Context: an optimization exercise on an open-source flow, tuned for small area. The choices shown serve that exercise and are no tape-out recipe. Function was checked by simulation only, so behaviour that the tests miss may differ from the original. Power figures rest on the tool's default switching activity, not on a simulated workload.

==> flow/design.v (excerpt) <==
module Top_Module (
    input wire clk,
    input wire rst,
    input wire key_clk,
    input wire key_data,
    input wire flag_player,
    output wire [11:0]disp_rgb,
    output wire hsync,
    output wire vsync
);
wire [2:0]  ctrl;
wire [13:0] cnt;
wire        tick;
wire [3:0]  cur_x, cur_y;
Keyboard_Driver keyboard_Driver(
    .clk_in   (clk),
    .rst_n_in (~rst),
    .key_clk  (key_clk),
    .key_data (key_data),
    .key_ctrl (ctrl)
);
Game_Control game_control(
    .clk   (clk),
    .rst   (rst),
    .ctrl  (ctrl),
    .cnt   (cnt),
    .tick  (tick),
    .cur_x (cur_x),
    .cur_y (cur_y)
);
Vga_Display vga_display(
    .clk         (clk),
    .rst         (rst),
    .flag_player (flag_player),
    .ctrl        (ctrl),
    .cnt         (cnt),
    .tick        (tick),
    .cur_x       (cur_x),
    .cur_y       (cur_y),
    .disp_rgb    (disp_rgb),
    .hsync       (hsync),
    .vsync       (vsync)
);
endmodule
For scale: roughly 760 cells after synthesis, roughly 19 I/O pins, about 8600 sq um of cells after synthesis.
==> flow/config.mk <==
export PLATFORM = sky130hd
export DESIGN_NAME = Top_Module
export DESIGN_NICKNAME = Top_Module
export VERILOG_FILES = /design/flow/design.v
export SDC_FILE = /design/flow/constraint.sdc
export NUM_CORES = 8
export LEC_CHECK = 0
export ABC_AREA = 1
export CAP_MARGIN = 20
export CORE_MARGIN = 2
export CORE_UTILIZATION = 70
export CTS_BUF_LIST = sky130_fd_sc_hd__clkbuf_4
export PLACE_DENSITY = 0.85
export SLEW_MARGIN = 20
==> flow/constraint.sdc <==
create_clock -name core_clock -period 25.0 [get_ports {clk}]
set_input_delay 5.0000 -clock core_clock [delete_from_list [all_inputs] [get_ports {clk}]]
set_output_delay 5.0000 -clock core_clock [all_outputs]
set_load 0.01 [all_outputs]
standard.sh (not shown) runs the stock make flow with config.mk's settings and CLKGATE_MAP_FILE= SYNTH_SCRIPT=/design/flow/synth_recipe.tcl, a recipe that flattens the netlist after the stock synthesis.
==> flow/flow/run.sh <==
#!/bin/bash
# Layout flow: the standard synthesis, its combinational logic re-mapped for
# area by ABC (flip-flops untouched; many random seeds, in rounds that start
# from the smallest result so far), then the standard layout steps with a
# smaller clock tree.
set -euo pipefail
W=$(pwd)
R=$W/orfs/results/$FLOW_PLATFORM/Top_Module/base
LIB=$FLOW_HOME/platforms/$FLOW_PLATFORM/lib/sky130_fd_sc_hd__tt_025C_1v80.lib

bash standard.sh synth > $W/std_synth.log 2>&1
cp $R/1_2_yosys.v $W/std_1_2_yosys.v

# one batch of eight ABC runs (seeds $2..) on netlist $1; keeps the smallest
# result so far in best.v / best_area
best_area=""
batch() {
  local seeds="$2" seed a
  for seed in $seeds; do
    sed -e "s#@IN@#$1#" -e "s#@OUT@#$W/reopt_$seed.v#" \
        -e "s#@LIB@#$LIB#g" -e "s#@TOP@#$FLOW_TOP#" -e "s#@SEED@#$seed#" \
        $W/flow/reopt.ys > $W/reopt_$seed.ys
    yosys -s $W/reopt_$seed.ys > $W/reopt_$seed.log 2>&1 &
  done
  wait
  for seed in $seeds; do
    a=$( (grep "Chip area" $W/reopt_$seed.log || true) | tail -1 | awk '{print $NF}')
    echo "seed $seed on $(basename $1): ${a:-failed}" >> $W/reopt_choice.log
    if [ -n "$a" ] && { [ -z "$best_area" ] || awk "BEGIN{exit !($a < $best_area)}"; }; then
      cp $W/reopt_$seed.v $W/best.v
      best_area=$a
    fi
  done
}
# 24 seeds on the standard synthesis, then six rounds of eight more
# seeds, each on the smallest netlist so far
batch $W/std_1_2_yosys.v "1 3 5 7 9 11 13 15"
batch $W/std_1_2_yosys.v "2 4 6 8 10 12 14 16"
batch $W/std_1_2_yosys.v "17 18 19 20 91 92 93 94"
for round in 2 3 4 5 6 7; do
  cp $W/best.v $W/round_$round.v
  batch $W/round_$round.v "$((round * 10 + 1)) $((round * 10 + 2)) $((round * 10 + 3)) $((round * 10 + 4)) $((round * 10 + 5)) $((round * 10 + 6)) $((round * 10 + 7)) $((round * 10 + 8))"
done
echo "kept area $best_area" >> $W/reopt_choice.log
cp $W/best.v $R/1_2_yosys.v
touch $R/1_2_yosys.v

export BUFFER_PORTS_ARGS="-buffer_cell sky130_fd_sc_hd__buf_1"
bash standard.sh place > $W/std_place.log 2>&1
n=0
for cfg in "4 12 60" "8 22 70" "4 11 60" "8 20 60" "4 12 50" "8 18 60" "4 11 50" "4 10 60" "8 16 50" "4 10 50" "4 10 40" "4 8 30" "4 6 20"; do
  set -- $cfg
  n=$((n + 1))
  export CTS_ARGS="-sink_clustering_enable -repair_clock_nets -buf_list sky130_fd_sc_hd__clkbuf_4 -sink_clustering_buffer sky130_fd_sc_hd__clkbuf_$1 -sink_clustering_size $2 -sink_clustering_max_diameter $3 -dont_use_dummy_load"
  rm -f $R/4_* $R/5_* $R/6_* $W/out/final.def
  if ! bash standard.sh finish > $W/std_layout_$n.log 2>&1; then
    echo "try $n: leaf clkbuf_$1, cluster $2, diameter $3: layout failed" >> $W/cts_tries.log
    continue
  fi
  LIBF=$LIB RDIR=$R openroad -no_init -exit $W/flow/clkslew.tcl > $W/clkslew_$n.log 2>&1 || true
  slew=$( (grep CLKSLEW $W/clkslew_$n.log || true) | awk '{print $2}')
  echo "try $n: leaf clkbuf_$1, cluster $2, diameter $3: clock-pin slew $slew ps" >> $W/cts_tries.log
  if [ -n "$slew" ] && awk "BEGIN{exit !($slew <= 121)}"; then break; fi
done
==> flow/flow/reopt.ys <==
# Re-map the combinational logic of the standard synthesis for area.
# The flip-flops of the standard synthesis are kept as they are (same
# instances, names and cell types); only the gates between them change.
read_liberty -ignore_miss_func @LIB@
blackbox sky130_fd_sc_hd__df* sky130_fd_sc_hd__edf* sky130_fd_sc_hd__sdf* sky130_fd_sc_hd__dl* sky130_fd_sc_hd__sedf* sky130_fd_sc_hd__lpflow_inputisolatch_1
read_verilog @IN@
hierarchy -top @TOP@
flatten
delete t:$scopeinfo
opt_clean
opt -full
abc -liberty @LIB@ -dont_use *lpflow* -dont_use *probe* -script "+strash;&get -n;&deepsyn -J 250 -T 240 -S @SEED@;&put;dch -f;amap -F 4 -A 8;topo"
opt_clean -purge
setundef -zero
hilomap -singleton -hicell sky130_fd_sc_hd__conb_1 HI -locell sky130_fd_sc_hd__conb_1 LO
splitnets
opt_clean -purge
stat -liberty @LIB@
write_verilog -noattr -nohex -nodec @OUT@
Other scripts of this flow, unchanged in this note and not shown: flow/flow/clkslew.tcl
The starting point finished with timing, DRC and antenna clean.
Change:
--- a/flow/flow/run.sh
+++ b/flow/flow/run.sh
@@ -33,10 +33,9 @@
   done
 }
-# 24 seeds on the standard synthesis, then six rounds of eight more
+# sixteen seeds on the standard synthesis, then four rounds of eight more
 # seeds, each on the smallest netlist so far
 batch $W/std_1_2_yosys.v "1 3 5 7 9 11 13 15"
 batch $W/std_1_2_yosys.v "2 4 6 8 10 12 14 16"
-batch $W/std_1_2_yosys.v "17 18 19 20 91 92 93 94"
-for round in 2 3 4 5 6 7; do
+for round in 2 3 4 5; do
   cp $W/best.v $W/round_$round.v
   batch $W/round_$round.v "$((round * 10 + 1)) $((round * 10 + 2)) $((round * 10 + 3)) $((round * 10 + 4)) $((round * 10 + 5)) $((round * 10 + 6)) $((round * 10 + 7)) $((round * 10 + 8))"
@@ -49,16 +48,16 @@
 bash standard.sh place > $W/std_place.log 2>&1
 n=0
-for cfg in "4 12 60" "8 22 70" "4 11 60" "8 20 60" "4 12 50" "8 18 60" "4 11 50" "4 10 60" "8 16 50" "4 10 50" "4 10 40" "4 8 30" "4 6 20"; do
+for cfg in "12 60" "11 60" "11 50" "10 50" "10 40" "8 30" "6 20"; do
   set -- $cfg
   n=$((n + 1))
-  export CTS_ARGS="-sink_clustering_enable -repair_clock_nets -buf_list sky130_fd_sc_hd__clkbuf_4 -sink_clustering_buffer sky130_fd_sc_hd__clkbuf_$1 -sink_clustering_size $2 -sink_clustering_max_diameter $3 -dont_use_dummy_load"
+  export CTS_ARGS="-sink_clustering_enable -repair_clock_nets -buf_list sky130_fd_sc_hd__clkbuf_4 -sink_clustering_size $1 -sink_clustering_max_diameter $2 -dont_use_dummy_load"
   rm -f $R/4_* $R/5_* $R/6_* $W/out/final.def
   if ! bash standard.sh finish > $W/std_layout_$n.log 2>&1; then
-    echo "try $n: leaf clkbuf_$1, cluster $2, diameter $3: layout failed" >> $W/cts_tries.log
+    echo "try $n: cluster $1, diameter $2: layout failed" >> $W/cts_tries.log
     continue
   fi
   LIBF=$LIB RDIR=$R openroad -no_init -exit $W/flow/clkslew.tcl > $W/clkslew_$n.log 2>&1 || true
   slew=$( (grep CLKSLEW $W/clkslew_$n.log || true) | awk '{print $2}')
-  echo "try $n: leaf clkbuf_$1, cluster $2, diameter $3: clock-pin slew $slew ps" >> $W/cts_tries.log
-  if [ -n "$slew" ] && awk "BEGIN{exit !($slew <= 121)}"; then break; fi
+  echo "try $n: cluster $1, diameter $2: clock-pin slew $slew ps" >> $W/cts_tries.log
+  if [ -n "$slew" ] && awk "BEGIN{exit !($slew <= 118)}"; then break; fi
 done
--- a/flow/flow/reopt.ys
+++ b/flow/flow/reopt.ys
@@ -10,5 +10,5 @@
 opt_clean
 opt -full
-abc -liberty @LIB@ -dont_use *lpflow* -dont_use *probe* -script "+strash;&get -n;&deepsyn -J 250 -T 240 -S @SEED@;&put;dch -f;amap -F 4 -A 8;topo"
+abc -liberty @LIB@ -dont_use *lpflow* -dont_use *probe* -script "+strash;&get -n;&deepsyn -J 250 -T 240 -S @SEED@;&put;dch -f;amap;topo"
 opt_clean -purge
 setundef -zero
Settings changed: CORE_UTILIZATION 70 to 40, PLACE_DENSITY 0.85 to unset.
Effect:
- total power goes up by 0.38%
- routed wire length goes down by 15%
- utilization goes down by 32 points
- count of clock-buffer cells in the layout goes up by 16
- sequential power hardly moves
- cell count goes up by 18%
- fmax goes up by 3.2%
- area after synthesis goes up by 0.41%
- critical path depth does not change
Change:
==> flow/flow/run.sh (replaced) <==
#!/bin/bash
# Layout flow: the standard synthesis, its combinational logic re-mapped for
# area by ABC (flip-flops untouched; sixteen random seeds, the smallest
# result kept), then the standard layout steps with a smaller clock tree.
set -euo pipefail
W=$(pwd)
R=$W/orfs/results/$FLOW_PLATFORM/Top_Module/base
LIB=$FLOW_HOME/platforms/$FLOW_PLATFORM/lib/sky130_fd_sc_hd__tt_025C_1v80.lib

bash standard.sh synth > $W/std_synth.log 2>&1
cp $R/1_2_yosys.v $W/std_1_2_yosys.v

best=""
best_area=""
for batch in "1 3 5 7 9 11 13 15" "2 4 6 8 10 12 14 16"; do
  for seed in $batch; do
    sed -e "s#@IN@#$W/std_1_2_yosys.v#" -e "s#@OUT@#$W/reopt_$seed.v#" \
        -e "s#@LIB@#$LIB#g" -e "s#@TOP@#$FLOW_TOP#" -e "s#@SEED@#$seed#" \
        $W/flow/reopt.ys > $W/reopt_$seed.ys
    yosys -s $W/reopt_$seed.ys > $W/reopt_$seed.log 2>&1 &
  done
  wait
done
for seed in 1 2 3 4 5 6 7 8 9 10 11 12 13 14 15 16; do
  a=$( (grep "Chip area" $W/reopt_$seed.log || true) | tail -1 | awk '{print $NF}')
  if [ -n "$a" ] && { [ -z "$best_area" ] || awk "BEGIN{exit !($a < $best_area)}"; }; then
    best=$seed
    best_area=$a
  fi
done
echo "kept seed $best, area $best_area" > $W/reopt_choice.log
cp $W/reopt_$best.v $R/1_2_yosys.v
touch $R/1_2_yosys.v

export BUFFER_PORTS_ARGS="-buffer_cell sky130_fd_sc_hd__buf_1"
bash standard.sh place > $W/std_place.log 2>&1
n=0
for cfg in "12 60" "11 60" "11 50" "10 50" "10 40" "8 30" "6 20"; do
  set -- $cfg
  n=$((n + 1))
  export CTS_ARGS="-sink_clustering_enable -repair_clock_nets -buf_list sky130_fd_sc_hd__clkbuf_4 -sink_clustering_size $1 -sink_clustering_max_diameter $2 -dont_use_dummy_load"
  rm -f $R/4_* $R/5_* $R/6_* $W/out/final.def
  if ! bash standard.sh finish > $W/std_layout_$n.log 2>&1; then
    echo "try $n: cluster $1, diameter $2: layout failed" >> $W/cts_tries.log
    continue
  fi
  LIBF=$LIB RDIR=$R openroad -no_init -exit $W/flow/clkslew.tcl > $W/clkslew_$n.log 2>&1 || true
  slew=$( (grep CLKSLEW $W/clkslew_$n.log || true) | awk '{print $2}')
  echo "try $n: cluster $1, diameter $2: clock-pin slew $slew ps" >> $W/cts_tries.log
  if [ -n "$slew" ] && awk "BEGIN{exit !($slew <= 118)}"; then break; fi
done
--- a/flow/flow/reopt.ys
+++ b/flow/flow/reopt.ys
@@ -10,5 +10,5 @@
 opt_clean
 opt -full
-abc -liberty @LIB@ -dont_use *lpflow* -dont_use *probe* -script "+strash;&get -n;&deepsyn -J 250 -T 240 -S @SEED@;&put;dch -f;amap;topo"
+abc -liberty @LIB@ -dont_use *lpflow* -dont_use *probe* -script "+strash;&get -n;&deepsyn -T 60 -S @SEED@;&put;dch -f;amap;topo"
 opt_clean -purge
 setundef -zero
After rerunning: The changed run finished with timing, DRC and antenna clean. Non-clock buffer count increases by 1. Utilization fell by 0.13 points. Final cell count stays flat.
Change:
==> flow/flow/run.sh (replaced) <==
#!/bin/bash
# Layout flow: the standard synthesis, its combinational logic re-mapped for
# area by ABC (flip-flops untouched; many random seeds, in rounds that start
# from the smallest result so far), then the standard layout steps with a
# smaller clock tree.
set -euo pipefail
W=$(pwd)
R=$W/orfs/results/$FLOW_PLATFORM/Top_Module/base
LIB=$FLOW_HOME/platforms/$FLOW_PLATFORM/lib/sky130_fd_sc_hd__tt_025C_1v80.lib

bash standard.sh synth > $W/std_synth.log 2>&1
cp $R/1_2_yosys.v $W/std_1_2_yosys.v

# one batch of eight ABC runs (seeds $2..) on netlist $1; keeps the smallest
# result so far in best.v / best_area
best_area=""
batch() {
  local seeds="$2" seed a
  for seed in $seeds; do
    sed -e "s#@IN@#$1#" -e "s#@OUT@#$W/reopt_$seed.v#" \
        -e "s#@LIB@#$LIB#g" -e "s#@TOP@#$FLOW_TOP#" -e "s#@SEED@#$seed#" \
        $W/flow/reopt.ys > $W/reopt_$seed.ys
    yosys -s $W/reopt_$seed.ys > $W/reopt_$seed.log 2>&1 &
  done
  wait
  for seed in $seeds; do
    a=$( (grep "Chip area" $W/reopt_$seed.log || true) | tail -1 | awk '{print $NF}')
    echo "seed $seed on $(basename $1): ${a:-failed}" >> $W/reopt_choice.log
    if [ -n "$a" ] && { [ -z "$best_area" ] || awk "BEGIN{exit !($a < $best_area)}"; }; then
      cp $W/reopt_$seed.v $W/best.v
      best_area=$a
    fi
  done
}
# sixteen seeds on the standard synthesis, then four rounds of eight more
# seeds, each on the smallest netlist so far
batch $W/std_1_2_yosys.v "1 3 5 7 9 11 13 15"
batch $W/std_1_2_yosys.v "2 4 6 8 10 12 14 16"
for round in 2 3 4 5; do
  cp $W/best.v $W/round_$round.v
  batch $W/round_$round.v "$((round * 10 + 1)) $((round * 10 + 2)) $((round * 10 + 3)) $((round * 10 + 4)) $((round * 10 + 5)) $((round * 10 + 6)) $((round * 10 + 7)) $((round * 10 + 8))"
done
echo "kept area $best_area" >> $W/reopt_choice.log
cp $W/best.v $R/1_2_yosys.v
touch $R/1_2_yosys.v

export BUFFER_PORTS_ARGS="-buffer_cell sky130_fd_sc_hd__buf_1"
bash standard.sh place > $W/std_place.log 2>&1
n=0
for cfg in "12 60" "11 60" "12 50" "11 50" "10 60" "10 50" "10 40" "8 30" "6 20"; do
  set -- $cfg
  n=$((n + 1))
  export CTS_ARGS="-sink_clustering_enable -repair_clock_nets -buf_list sky130_fd_sc_hd__clkbuf_4 -sink_clustering_size $1 -sink_clustering_max_diameter $2 -dont_use_dummy_load"
  rm -f $R/4_* $R/5_* $R/6_* $W/out/final.def
  if ! bash standard.sh finish > $W/std_layout_$n.log 2>&1; then
    echo "try $n: cluster $1, diameter $2: layout failed" >> $W/cts_tries.log
    continue
  fi
  LIBF=$LIB RDIR=$R openroad -no_init -exit $W/flow/clkslew.tcl > $W/clkslew_$n.log 2>&1 || true
  slew=$( (grep CLKSLEW $W/clkslew_$n.log || true) | awk '{print $2}')
  echo "try $n: cluster $1, diameter $2: clock-pin slew $slew ps" >> $W/cts_tries.log
  if [ -n "$slew" ] && awk "BEGIN{exit !($slew <= 121)}"; then break; fi
done
--- a/flow/flow/reopt.ys
+++ b/flow/flow/reopt.ys
@@ -10,5 +10,5 @@
 opt_clean
 opt -full
-abc -liberty @LIB@ -dont_use *lpflow* -dont_use *probe* -script "+strash;&get -n;&deepsyn -T 60 -S @SEED@;&put;dch -f;amap;topo"
+abc -liberty @LIB@ -dont_use *lpflow* -dont_use *probe* -script "+strash;&get -n;&deepsyn -J 250 -T 240 -S @SEED@;&put;dch -f;amap;topo"
 opt_clean -purge
 setundef -zero
The changed run ran to the end with no violations.
Design area stays flat.
Wire length came out higher by 0.57%.
Clock skew came out lower by 0.017 ns.
Register-to-register slack is better by 0.07 ns.
Area after synthesis came out lower by 0.38%.
Utilization hardly moves.
Worst hold slack is worse by 0.023 ns.
Sequential power stays flat.
Non-clock buffer count came out lower by 1.
Worst setup slack is better by 0.063 ns.

[what the ideal ports hide]
No port has a modelled driver above. Below, the same layouts with a new extraction and two added sets of constraints.
Step 1 (the two cells are an assumption about what drives the block):
set clk [get_ports {clk}]
set_driving_cell -lib_cell sky130_fd_sc_hd__clkbuf_16 $clk
set_driving_cell -lib_cell sky130_fd_sc_hd__buf_2 [delete_from_list [all_inputs] $clk]
Step 2 adds t to the input delays and takes it off the output delays; t is the mean of the earliest and latest rising clock arrival at the registers after step 1. Input paths then give back, and output paths get back, about the clock's delay inside the block.
a / b / c = no drivers / after step 1 / after step 2; a / b = the first two.
run	shift t [ns]	setup slack, ns	slew at the worst register clock pin (ns)	worst slew at a driven data input, ns	pins driven straight from the clock port
the first run	0.639	16.620 / 16.584 / 17.223	0.11 / 0.11	0.03	1
the second run	0.629	16.876 / 16.840 / 17.469	0.11 / 0.11	0.03	1
the third run	0.685	16.860 / 16.818 / 17.503	0.12 / 0.12	0.03	1
the fourth run	0.629	16.923 / 16.886 / 17.515	0.12 / 0.12	0.03	1
After both steps setup and hold are still met in every run listed.
